This is an optimization exercise on Yosys and OpenROAD, whose aim is small area and a short achievable clock period, not a production implementation.
In this exercise RTL edits were held to simulation tests only and were not proved equivalent to the original.
In this run the design's own scripts or RTL, not TritonCTS, make the clock network.
The clock input has no modelled driver; a real chip could not lean on it and would need a root buffer or a full tree.
Power and IR drop assume default switching activity.

## design/flow/flow/run.sh

```bash
#!/bin/bash
# Own layout flow: the standard ORFS flow (standard.sh), except that
#  - synthesis maps the logic with an area-oriented ABC script (flow/area.abc);
#  - ports are buffered with buf_1;
#  - the clock tree is two levels (4 clkbuf_16, then 8 clkbuf_16) (flow/own_cts.tcl) instead of TritonCTS.
set -euo pipefail
W=$(pwd)
F=$W/flow
cat > $W/own_synth.tcl <<TCL
proc abc {args} {
  set i [lsearch -exact \$args -script]
  if {\$i >= 0} { lset args [expr {\$i + 1}] $F/area.abc }
  yosys abc {*}\$args
}
source $W/synth_recipe.tcl
TCL
bash standard.sh SYNTH_SCRIPT=$W/own_synth.tcl synth > $W/own_synth.log 2>&1
bash standard.sh "BUFFER_PORTS_ARGS=-buffer_cell sky130_fd_sc_hd__buf_1" "PRE_CTS_TCL=$F/own_cts.tcl" SETUP_SLACK_MARGIN=13.9 > $W/own_layout.log 2>&1
```

## design/flow/flow/area.abc

```
strash
&get -n
&fraig -x
&put
scorr
dc2
dretime
strash
&get -n
&dch -f
&nf
&put
```

## design/flow/flow/own_cts.tcl

```tcl
# Sourced by ORFS's cts.tcl (PRE_CTS_TCL). Replaces TritonCTS with a balanced two-level clock
# tree: the clock port drives four clkbuf_16, each of which drives two more clkbuf_16, each of which
# drives one eighth of the flip-flops (16), grouped by location.

# Split items {obj x y} into n groups of equal size: halves by x, then each half by y.
proc own_split {items n} {
  set items [lsort -integer -index 1 $items]
  set m [llength $items]
  set h [expr {$m / 2}]
  set k [expr {$n / 2}]
  set groups {}
  foreach part [list [lrange $items 0 [expr {$h - 1}]] [lrange $items $h end]] {
    set part [lsort -integer -index 2 $part]
    set p [llength $part]
    for {set g 0} {$g < $k} {incr g} {
      lappend groups [lrange $part [expr {$g * $p / $k}] [expr {($g + 1) * $p / $k - 1}]]
    }
  }
  return $groups
}

proc own_centroid {grp} {
  set sx 0; set sy 0
  foreach s $grp { incr sx [lindex $s 1]; incr sy [lindex $s 2] }
  return [list [expr {$sx / [llength $grp]}] [expr {$sy / [llength $grp]}]]
}

# Create a buffer of master at (x, y) driving a new net; its input joins net in.
proc own_buffer {name master in x y} {
  set block [ord::get_db_block]
  set buf [odb::dbInst_create $block $master $name]
  set net [odb::dbNet_create $block net_$name]
  $net setSigType CLOCK
  [$buf findITerm A] connect $in
  [$buf findITerm X] connect $net
  $buf setLocation $x $y
  $buf setPlacementStatus PLACED
  return $net
}

proc own_clock_tree {} {
  set db [ord::get_db]
  set block [ord::get_db_block]
  set clknet [$block findNet clk]
  set leafm [$db findMaster sky130_fd_sc_hd__clkbuf_16]
  set rootm [$db findMaster sky130_fd_sc_hd__clkbuf_16]
  set sinks {}
  foreach it [$clknet getITerms] {
    set loc [[$it getInst] getLocation]
    lappend sinks [list $it [lindex $loc 0] [lindex $loc 1]]
  }
  # Eight leaf groups: x halves, each cut into four by y; consecutive pairs share a root.
  set leaves [own_split $sinks 8]
  for {set r 0} {$r < 4} {incr r} {
    set pair [lrange $leaves [expr {2 * $r}] [expr {2 * $r + 1}]]
    set c0 [own_centroid [lindex $pair 0]]
    set c1 [own_centroid [lindex $pair 1]]
    set rx [expr {([lindex $c0 0] + [lindex $c1 0]) / 2}]
    set ry [expr {([lindex $c0 1] + [lindex $c1 1]) / 2}]
    set rnet [own_buffer clkroot_own_$r $rootm $clknet $rx $ry]
    foreach grp $pair c [list $c0 $c1] l {0 1} {
      set lnet [own_buffer clkleaf_own_${r}_$l $leafm $rnet [lindex $c 0] [lindex $c 1]]
      foreach s $grp { set it [lindex $s 0]; $it disconnect; $it connect $lnet }
    }
  }
}

proc clock_tree_synthesis {args} {
  own_clock_tree
  set_propagated_clock [all_clocks]
}
```

## design/flow/standard.sh

```bash
#!/bin/bash
# synth_recipe.tcl (not shown) runs the flow's synth.tcl, then flattens the netlist and writes it again
# the make line also repeats each setting of config.mk as NAME=value (left out here)
make -C /OpenROAD-flow-scripts/flow DESIGN_CONFIG=/design/flow/config.mk WORK_HOME=/design/flow/orfs CLKGATE_MAP_FILE= SYNTH_SCRIPT=/design/flow/synth_recipe.tcl "${@:-finish}"
```

## design/flow/config.mk

```make
export PLATFORM = sky130hd
export DESIGN_NAME = sorter_top
export DESIGN_NICKNAME = sorter_top
export VERILOG_FILES = /design/flow/design.v
export SDC_FILE = /design/flow/constraint.sdc
export NUM_CORES = 4
export LEC_CHECK = 0
export CAP_MARGIN = 20
export CORE_MARGIN = 2
export CORE_UTILIZATION = 50
export SLEW_MARGIN = 20
```

## design/flow/constraint.sdc

```tcl
create_clock -name core_clock -period 18.0 [get_ports {clk}]
set_input_delay 3.6000 -clock core_clock [delete_from_list [all_inputs] [get_ports {clk}]]
set_output_delay 3.6000 -clock core_clock [all_outputs]
set_load 0.01 [all_outputs]
```

## design/flow/design.v

```verilog
module sorter_top (clk, keys, sorted, guard);
    input         clk;
    input  [63:0] keys;
    output [63:0] sorted;
    output        guard;
    reg  [63:0] kin;
    reg  [63:0] sorted;
    reg         guard;
    wire [63:0] v;
    wire        g;
    Sorter u_sorter (.clk(clk), .rst_n(1'b1), .guard(g), .value(v), .reg_0(kin));
    always @(posedge clk) begin
        kin    <= keys;
        sorted <= v;
        guard  <= g;
    end
endmodule

module Sorter (clk, rst_n, guard, value, reg_0);
input clk;
input rst_n;
output guard;
output [63:0] value;
input [63:0] reg_0;
assign guard = 1'b1;
function [14:0] therm;
  input [3:0] k;
  integer t;
  begin
    for (t = 0; t < 15; t = t + 1) therm[t] = (k > t);
  end
endfunction
function [3:0] bin;
  input [14:0] g;
  begin
    bin[3] = g[7];
    bin[2] = g[11] | (g[3] & ~g[7]);
    bin[1] = g[13] | (g[9] & ~g[11]) | (g[5] & ~g[7]) | (g[1] & ~g[3]);
    bin[0] = g[14] | (g[12] & ~g[13]) | (g[10] & ~g[11]) | (g[8] & ~g[9]) | (g[6] & ~g[7]) | (g[4] & ~g[5]) | (g[2] & ~g[3]) | (g[0] & ~g[1]);
  end
endfunction
wire [14:0] s0_0 = therm(reg_0[3:0]);
wire [14:0] s0_1 = therm(reg_0[7:4]);
wire [14:0] s0_2 = therm(reg_0[11:8]);
wire [14:0] s0_3 = therm(reg_0[15:12]);
wire [14:0] s0_4 = therm(reg_0[19:16]);
wire [14:0] s0_5 = therm(reg_0[23:20]);
wire [14:0] s0_6 = therm(reg_0[27:24]);
wire [14:0] s0_7 = therm(reg_0[31:28]);
wire [14:0] s0_8 = therm(reg_0[35:32]);
wire [14:0] s0_9 = therm(reg_0[39:36]);
wire [14:0] s0_10 = therm(reg_0[43:40]);
wire [14:0] s0_11 = therm(reg_0[47:44]);
wire [14:0] s0_12 = therm(reg_0[51:48]);
wire [14:0] s0_13 = therm(reg_0[55:52]);
wire [14:0] s0_14 = therm(reg_0[59:56]);
wire [14:0] s0_15 = therm(reg_0[63:60]);
wire [14:0] s1_0 = s0_0 & s0_13;
wire [14:0] s1_13 = s0_0 | s0_13;
wire [14:0] s1_1 = s0_1 & s0_12;
wire [14:0] s1_12 = s0_1 | s0_12;
wire [14:0] s1_2 = s0_2 & s0_15;
wire [14:0] s1_15 = s0_2 | s0_15;
wire [14:0] s1_3 = s0_3 & s0_14;
wire [14:0] s1_14 = s0_3 | s0_14;
wire [14:0] s1_4 = s0_4 & s0_8;
wire [14:0] s1_8 = s0_4 | s0_8;
wire [14:0] s1_5 = s0_5 & s0_6;
wire [14:0] s1_6 = s0_5 | s0_6;
wire [14:0] s1_7 = s0_7 & s0_11;
wire [14:0] s1_11 = s0_7 | s0_11;
wire [14:0] s1_9 = s0_9 & s0_10;
wire [14:0] s1_10 = s0_9 | s0_10;
wire [14:0] s2_0 = s1_0 & s1_5;
wire [14:0] s2_5 = s1_0 | s1_5;
wire [14:0] s2_1 = s1_1 & s1_7;
wire [14:0] s2_7 = s1_1 | s1_7;
wire [14:0] s2_2 = s1_2 & s1_9;
wire [14:0] s2_9 = s1_2 | s1_9;
wire [14:0] s2_3 = s1_3 & s1_4;
wire [14:0] s2_4 = s1_3 | s1_4;
wire [14:0] s2_6 = s1_6 & s1_13;
wire [14:0] s2_13 = s1_6 | s1_13;
wire [14:0] s2_8 = s1_8 & s1_14;
wire [14:0] s2_14 = s1_8 | s1_14;
wire [14:0] s2_10 = s1_10 & s1_15;
wire [14:0] s2_15 = s1_10 | s1_15;
wire [14:0] s2_11 = s1_11 & s1_12;
wire [14:0] s2_12 = s1_11 | s1_12;
wire [14:0] s3_0 = s2_0 & s2_1;
wire [14:0] s3_1 = s2_0 | s2_1;
wire [14:0] s3_2 = s2_2 & s2_3;
wire [14:0] s3_3 = s2_2 | s2_3;
wire [14:0] s3_4 = s2_4 & s2_5;
wire [14:0] s3_5 = s2_4 | s2_5;
wire [14:0] s3_6 = s2_6 & s2_8;
wire [14:0] s3_8 = s2_6 | s2_8;
wire [14:0] s3_7 = s2_7 & s2_9;
wire [14:0] s3_9 = s2_7 | s2_9;
wire [14:0] s3_10 = s2_10 & s2_11;
wire [14:0] s3_11 = s2_10 | s2_11;
wire [14:0] s3_12 = s2_12 & s2_13;
wire [14:0] s3_13 = s2_12 | s2_13;
wire [14:0] s3_14 = s2_14 & s2_15;
wire [14:0] s3_15 = s2_14 | s2_15;
wire [14:0] s4_0 = s3_0 & s3_2;
wire [14:0] s4_2 = s3_0 | s3_2;
wire [14:0] s4_1 = s3_1 & s3_3;
wire [14:0] s4_3 = s3_1 | s3_3;
wire [14:0] s4_4 = s3_4 & s3_10;
wire [14:0] s4_10 = s3_4 | s3_10;
wire [14:0] s4_5 = s3_5 & s3_11;
wire [14:0] s4_11 = s3_5 | s3_11;
wire [14:0] s4_6 = s3_6 & s3_7;
wire [14:0] s4_7 = s3_6 | s3_7;
wire [14:0] s4_8 = s3_8 & s3_9;
wire [14:0] s4_9 = s3_8 | s3_9;
wire [14:0] s4_12 = s3_12 & s3_14;
wire [14:0] s4_14 = s3_12 | s3_14;
wire [14:0] s4_13 = s3_13 & s3_15;
wire [14:0] s4_15 = s3_13 | s3_15;
wire [14:0] s5_1 = s4_1 & s4_2;
wire [14:0] s5_2 = s4_1 | s4_2;
wire [14:0] s5_3 = s4_3 & s4_12;
wire [14:0] s5_12 = s4_3 | s4_12;
wire [14:0] s5_4 = s4_4 & s4_6;
wire [14:0] s5_6 = s4_4 | s4_6;
wire [14:0] s5_5 = s4_5 & s4_7;
wire [14:0] s5_7 = s4_5 | s4_7;
wire [14:0] s5_8 = s4_8 & s4_10;
wire [14:0] s5_10 = s4_8 | s4_10;
wire [14:0] s5_9 = s4_9 & s4_11;
wire [14:0] s5_11 = s4_9 | s4_11;
wire [14:0] s5_13 = s4_13 & s4_14;
wire [14:0] s5_14 = s4_13 | s4_14;
wire [14:0] s6_1 = s5_1 & s5_4;
wire [14:0] s6_4 = s5_1 | s5_4;
wire [14:0] s6_2 = s5_2 & s5_6;
wire [14:0] s6_6 = s5_2 | s5_6;
wire [14:0] s6_5 = s5_5 & s5_8;
wire [14:0] s6_8 = s5_5 | s5_8;
wire [14:0] s6_7 = s5_7 & s5_10;
wire [14:0] s6_10 = s5_7 | s5_10;
wire [14:0] s6_9 = s5_9 & s5_13;
wire [14:0] s6_13 = s5_9 | s5_13;
wire [14:0] s6_11 = s5_11 & s5_14;
wire [14:0] s6_14 = s5_11 | s5_14;
wire [14:0] s7_2 = s6_2 & s6_4;
wire [14:0] s7_4 = s6_2 | s6_4;
wire [14:0] s7_3 = s5_3 & s6_6;
wire [14:0] s7_6 = s5_3 | s6_6;
wire [14:0] s7_9 = s6_9 & s5_12;
wire [14:0] s7_12 = s6_9 | s5_12;
wire [14:0] s7_11 = s6_11 & s6_13;
wire [14:0] s7_13 = s6_11 | s6_13;
wire [14:0] s8_3 = s7_3 & s6_5;
wire [14:0] s8_5 = s7_3 | s6_5;
wire [14:0] s8_6 = s7_6 & s6_8;
wire [14:0] s8_8 = s7_6 | s6_8;
wire [14:0] s8_7 = s6_7 & s7_9;
wire [14:0] s8_9 = s6_7 | s7_9;
wire [14:0] s8_10 = s6_10 & s7_12;
wire [14:0] s8_12 = s6_10 | s7_12;
wire [14:0] s9_3 = s8_3 & s7_4;
wire [14:0] s9_4 = s8_3 | s7_4;
wire [14:0] s9_5 = s8_5 & s8_6;
wire [14:0] s9_6 = s8_5 | s8_6;
wire [14:0] s9_7 = s8_7 & s8_8;
wire [14:0] s9_8 = s8_7 | s8_8;
wire [14:0] s9_9 = s8_9 & s8_10;
wire [14:0] s9_10 = s8_9 | s8_10;
wire [14:0] s9_11 = s7_11 & s8_12;
wire [14:0] s9_12 = s7_11 | s8_12;
wire [14:0] s10_6 = s9_6 & s9_7;
wire [14:0] s10_7 = s9_6 | s9_7;
wire [14:0] s10_8 = s9_8 & s9_9;
wire [14:0] s10_9 = s9_8 | s9_9;
assign value[63:60] = bin(s4_0);
assign value[59:56] = bin(s6_1);
assign value[55:52] = bin(s7_2);
assign value[51:48] = bin(s9_3);
assign value[47:44] = bin(s9_4);
assign value[43:40] = bin(s9_5);
assign value[39:36] = bin(s10_6);
assign value[35:32] = bin(s10_7);
assign value[31:28] = bin(s10_8);
assign value[27:24] = bin(s10_9);
assign value[23:20] = bin(s9_10);
assign value[19:16] = bin(s9_11);
assign value[15:12] = bin(s9_12);
assign value[11:8] = bin(s7_13);
assign value[7:4] = bin(s6_14);
assign value[3:0] = bin(s4_15);
endmodule
```

==> report_table.html <==
<table>
<tr><th>Metric</th><th>Value</th></tr>
<tr><th colspan="2">Outcome</th></tr>
<tr><td>Run status</td><td>timing/DRC/antenna clean</td></tr>
<tr><th colspan="2">Power and ir drop</th></tr>
<tr><td>Gate power share</td><td>0.375</td></tr>
<tr><td>Worst ir drop on vdd</td><td>between 0.00008 and 0.00009 V</td></tr>
<tr><td>Net switching share of the total power</td><td>0.403</td></tr>
<tr><td>Power density cells</td><td>approximately 74 mW/mm^2</td></tr>
<tr><td>Internal power</td><td>about 0.56 mW</td></tr>
<tr><td>Leak Pwr</td><td>approximately 3.8 nW</td></tr>
<tr><td>Reg power frac</td><td>0.397</td></tr>
<tr><td>Switching component of the power</td><td>0.379 mW</td></tr>
<tr><td>Clock power frac</td><td>0.228</td></tr>
<tr><th colspan="2">STA</th></tr>
<tr><td>Setup Total Neg Slack</td><td>0 ns</td></tr>
<tr><td>Worst Max-Slew Pin Slew</td><td>1.09 ns</td></tr>
<tr><td>Unrepaired setup endpoints after global routing</td><td>true</td></tr>
<tr><td>Final clock period utilization by the worst path</td><td>0.241</td></tr>
<tr><td>Worst slew margin relative to its limit</td><td>0.269</td></tr>
<tr><td>Worst Clk Skew</td><td>between 0.03 and 0.04 ns</td></tr>
<tr><td>PnR worst setup slack</td><td>13.67 ns</td></tr>
<tr><td>Maximum clock rate</td><td>around 230 MHz</td></tr>
<tr><td>Minimum period implied by the final worst setup slack</td><td>between 4 and 5 ns</td></tr>
<tr><td>Setup-violating endpoint count in the final report</td><td>0</td></tr>
<tr><td>Hold violation total from the final report</td><td>0</td></tr>
<tr><td>Final max-slew violation count</td><td>0</td></tr>
<tr><th colspan="2">Global route</th></tr>
<tr><td>GR met3 Demand/Resource</td><td>0.245</td></tr>
<tr><td>Number of antenna violations at the first check in global routing</td><td>3</td></tr>
<tr><td>Grt peak-use layer</td><td>met2</td></tr>
<tr><td>Number of global-route vias before repair</td><td>roughly 14000</td></tr>
<tr><td>Global routing met1 resource utilization</td><td>0.623</td></tr>
<tr><td>Pin count of the biggest net entering global routing</td><td>23</td></tr>
<tr><td>Global routing met2 resource utilization</td><td>0.686</td></tr>
<tr><td>Residual overflow from global routing</td><td>0</td></tr>
<tr><td>Global-route wire length before repair</td><td>just under 90000 um</td></tr>
<tr><td>GRT Util Overall</td><td>0.501</td></tr>
<tr><th colspan="2">Synthesis</th></tr>
<tr><td>Post-synthesis instance total</td><td>approximately 1600</td></tr>
<tr><td>Synth area leader</td><td>dfxtp_1</td></tr>
<tr><td>Synthesized Nets</td><td>about 1700</td></tr>
<tr><td>Most common library cells after synthesis</td><td>159 x nand4_1, 151 x nor4_1, 149 x a22oi_1</td></tr>
<tr><td>Most numerous cell in the Yosys netlist</td><td>nand4_1</td></tr>
<tr><td>Most instantiated flip-flop cell in the synthesis netlist</td><td>dfxtp_1</td></tr>
<tr><td>Post-synth EDFFs</td><td>0</td></tr>
<tr><td>Share of synthesized registers carrying an async set or reset</td><td>0</td></tr>
<tr><td>Fraction of synthesized cell area taken by the top area cell type</td><td>0.227</td></tr>
<tr><td>Fraction of the yosys area taken by sequential cells</td><td>0.227</td></tr>
<tr><td>Synthesized flop and latch total</td><td>approximately 130</td></tr>
<tr><td>Netlist cell types</td><td>51</td></tr>
<tr><td>Syn avg cell area</td><td>7.08 um^2</td></tr>
<tr><td>Yosys warning count</td><td>2</td></tr>
<tr><td>Synthesized cell area</td><td>around 0.011 mm^2</td></tr>
<tr><td>Cell types with the largest area share after synthesis</td><td>dfxtp_1 23%, a22oi_1 9.9%, nand4_1 8.8%</td></tr>
<tr><th colspan="2">Setup path</th></tr>
<tr><td>Count of buffering cells on the critical path with inverters included</td><td>1</td></tr>
<tr><td>CP peak stage delay</td><td>0.35 ns</td></tr>
<tr><td>CP startpoint kind</td><td>flop</td></tr>
<tr><td>Ordered cell list for the critical path</td><td>buf_6</td></tr>
<tr><td>Data arrival time of the worst path</td><td>roughly 0.73 ns</td></tr>
<tr><td>Req. time, crit path</td><td>between 10 and 15 ns</td></tr>
<tr><td>CP endpoint kind</td><td>primary output</td></tr>
<tr><td>CP max-delay cell</td><td>dfxtp_2</td></tr>
<tr><td>Critical path fanouts, max</td><td>1</td></tr>
<tr><td>CP top delay family</td><td>flip-flops</td></tr>
<tr><td>Classification of the worst setup path</td><td>flop to primary output</td></tr>
<tr><th colspan="2">Final layout</th></tr>
<tr><td>Number of filler cells placed in the layout</td><td>2215</td></tr>
<tr><td>ANT cells</td><td>0</td></tr>
<tr><td>Number of nets in the layout</td><td>1819</td></tr>
<tr><td>Layout overhead on the synthesized area</td><td>12.6%</td></tr>
<tr><td>Fraction of final layout cells with drive strength greater than 1</td><td>0.0674</td></tr>
<tr><td>Layout Cells excl Fill</td><td>about 2000</td></tr>
<tr><th colspan="2">Floorplan</th></tr>
<tr><td>DIE AREA</td><td>approximately 0.024 mm^2</td></tr>
<tr><td>Die outline width</td><td>approximately 150 um</td></tr>
<tr><td>Die boundary height</td><td>approximately 150 um</td></tr>
<tr><td>Initial core utilization</td><td>0.504</td></tr>
<tr><td>Boundary Pins</td><td>130</td></tr>
<tr><td>Row cnt</td><td>55</td></tr>
<tr><td>Core ar.</td><td>0.0224 mm^2</td></tr>
<tr><th colspan="2">Placed design</th></tr>
<tr><td># port buffers</td><td>around 130</td></tr>
<tr><td>Sum of net half-perimeters after detailed placement</td><td>approximately 47000 um</td></tr>
<tr><td>Final RePlAce weighted congestion</td><td>around 1.2</td></tr>
<tr><td>Worst setup slack after placement</td><td>roughly 14 ns</td></tr>
<tr><td>Placed Cells</td><td>~2000</td></tr>
<tr><th colspan="2">Route</th></tr>
<tr><td>Number of DRC violations after detailed routing</td><td>0</td></tr>
<tr><td>Number of nets with antenna violations after routing</td><td>0</td></tr>
<tr><td>DRT iter0 DRCs</td><td>~3400</td></tr>
<tr><td>Wire length per cell</td><td>between 30 and 40 um</td></tr>
<tr><td>Via-per-instance ratio</td><td>approximately 8.3</td></tr>
<tr><td>Wirelength, routed</td><td>~63000 um</td></tr>
<tr><td>Detailed Routing Iterations Pass 1</td><td>13</td></tr>
<tr><td>Via Count</td><td>around 17000</td></tr>
<tr><th colspan="2">CTS</th></tr>
<tr><td>Clock-pin slew of the registers on the worst-case setup and hold paths</td><td>roughly 0.08 ns</td></tr>
<tr><td>Hold buffer count at cts</td><td>0</td></tr>
<tr><td>Clock latency on the worst-skew pair</td><td>0.29 ns</td></tr>
<tr><th colspan="2">Hold path</th></tr>
<tr><td>Tightest Hold Check Type</td><td>flop to flop</td></tr>
<tr><th colspan="2">Flow run</th></tr>
<tr><td>Maxcap violations</td><td>0</td></tr>
</table>
-- flip-flops by register name, indices dropped and copies added (netlist names) --
name / flops
sorted: 64
kin: 64
-- routing by layer --
layer	wire, um	up-vias
met2	23000	1705
met1	21700	7462
li1	-	7199
met5	49	-
met4	6220	4
met3	11800	468
-- logic make-up after synthesis --
kind of cell,Yosys count,synth area share
simple gates,784,0.363
flops,128,0.227
buf+inv,7,0.00265
other cells,1,0.000332
compound gates,678,0.407
-- power by group through the flow --
stage	sequential, mW	combinational (mW)	clock [mW]
2_1_floorplan	0.378	0.183	0
3_3_place_gp	0.371	0.312	0
3_5_place_dp	0.371	0.316	0
4_1_cts	0.364	0.327	0.213
5_1_grt	0.373	0.370	0.222
6_report	0.373	0.353	0.214
-- placed cells by master, fill, tap and decap left out, drive strengths merged, types with 5 or more instances in the layout --
cell type  instances
nand2            139
dfxtp            128
clkinv             6
nand3             73
a21o               6
nand4            159
a31oi             20
or2               15
o31ai             17
nor4             151
or4               10
nor3              62
a311oi             6
or3                5
o21a              18
nor2             129
a22oi            149
a211oi            69
o22ai            144
o21ai             70
clkbuf            12
a211o              6
o21bai             6
and2              24
a21oi             65
buf              143
o211ai            74
-- repair_timing --
| item | in CTS | in global routing |
|---|---|---|
| resized for setup | 66 | 31 |
| hold endpoints to repair | 0 | 0 |
| setup buffers | 0 | 0 |
| endpoints found under the setup margin | 64 | 71 |
-- area by class of cell --
type / instances / area [um^2] / share of cell area
buffer: 12 / 300 / 0.0236
inverter: 6 / 22.5 / 0.00177
multi-input combinational: 1463 / 8740 / 0.686
sequential: 128 / 2590 / 0.203
tap: 285 / 357 / 0.0280
timing repair buffer: 143 / 723 / 0.0568
-- metrics by stage --
step / total power [mW] / util / hold WS (ns) / instance area, um^2
2_1_floorplan: 0.561 / - / 0.782 / 11300
3_3_place_gp: 0.682 / 0.546 / 0.943 / 12300
3_5_place_dp: 0.687 / 0.546 / 0.961 / 12300
4_1_cts: 0.905 / 0.563 / 0.956 / 12600
5_1_grt: 0.966 / 0.568 / 0.989 / 12700
6_report: 0.940 / 0.568 / 0.997 / 12700
-- worst paths after layout --
path / start / endpoint / slack (ns) / cells past startpoint
setup / recovery: sorted[44] / sorted[44] / 13.67 / 1
hold reg to reg: kin[3] / sorted[63] / 1.0 / 4
hold / removal: kin[3] / sorted[63] / 1.0 / 4
setup reg to reg: kin[34] / sorted[28] / 13.70 / 9

-- port drivers added, routing unchanged --
How much do the figures lean on ideal ports? The routed layout below was timed once more, with nothing changed but the port constraints.
Step 1: set_driving_cell puts a clkbuf_16 on clk and a buf_2 on each other input, an assumption about the parent block.
Step 2, shift: input delay + t, output delay - t, t = (earliest + latest rising clock arrival at the registers) / 2. This alone moves slack from input paths to output paths.
Slacks: ideal ports / drivers / drivers and shift; pairs: ideal ports / drivers.
shift t [ns]: 0.390
slack for setup (ns): 13.666 / 13.550 / 13.697
worst hold slack (ns): 0.997 / 0.997 / 0.997
worst register clock-pin slew, ns: 0.08 / 0.08
After both steps setup and hold are still met in this run. For this run, drivers alone change the setup slack by -0.116 ns; drivers and shift together by +0.031 ns.
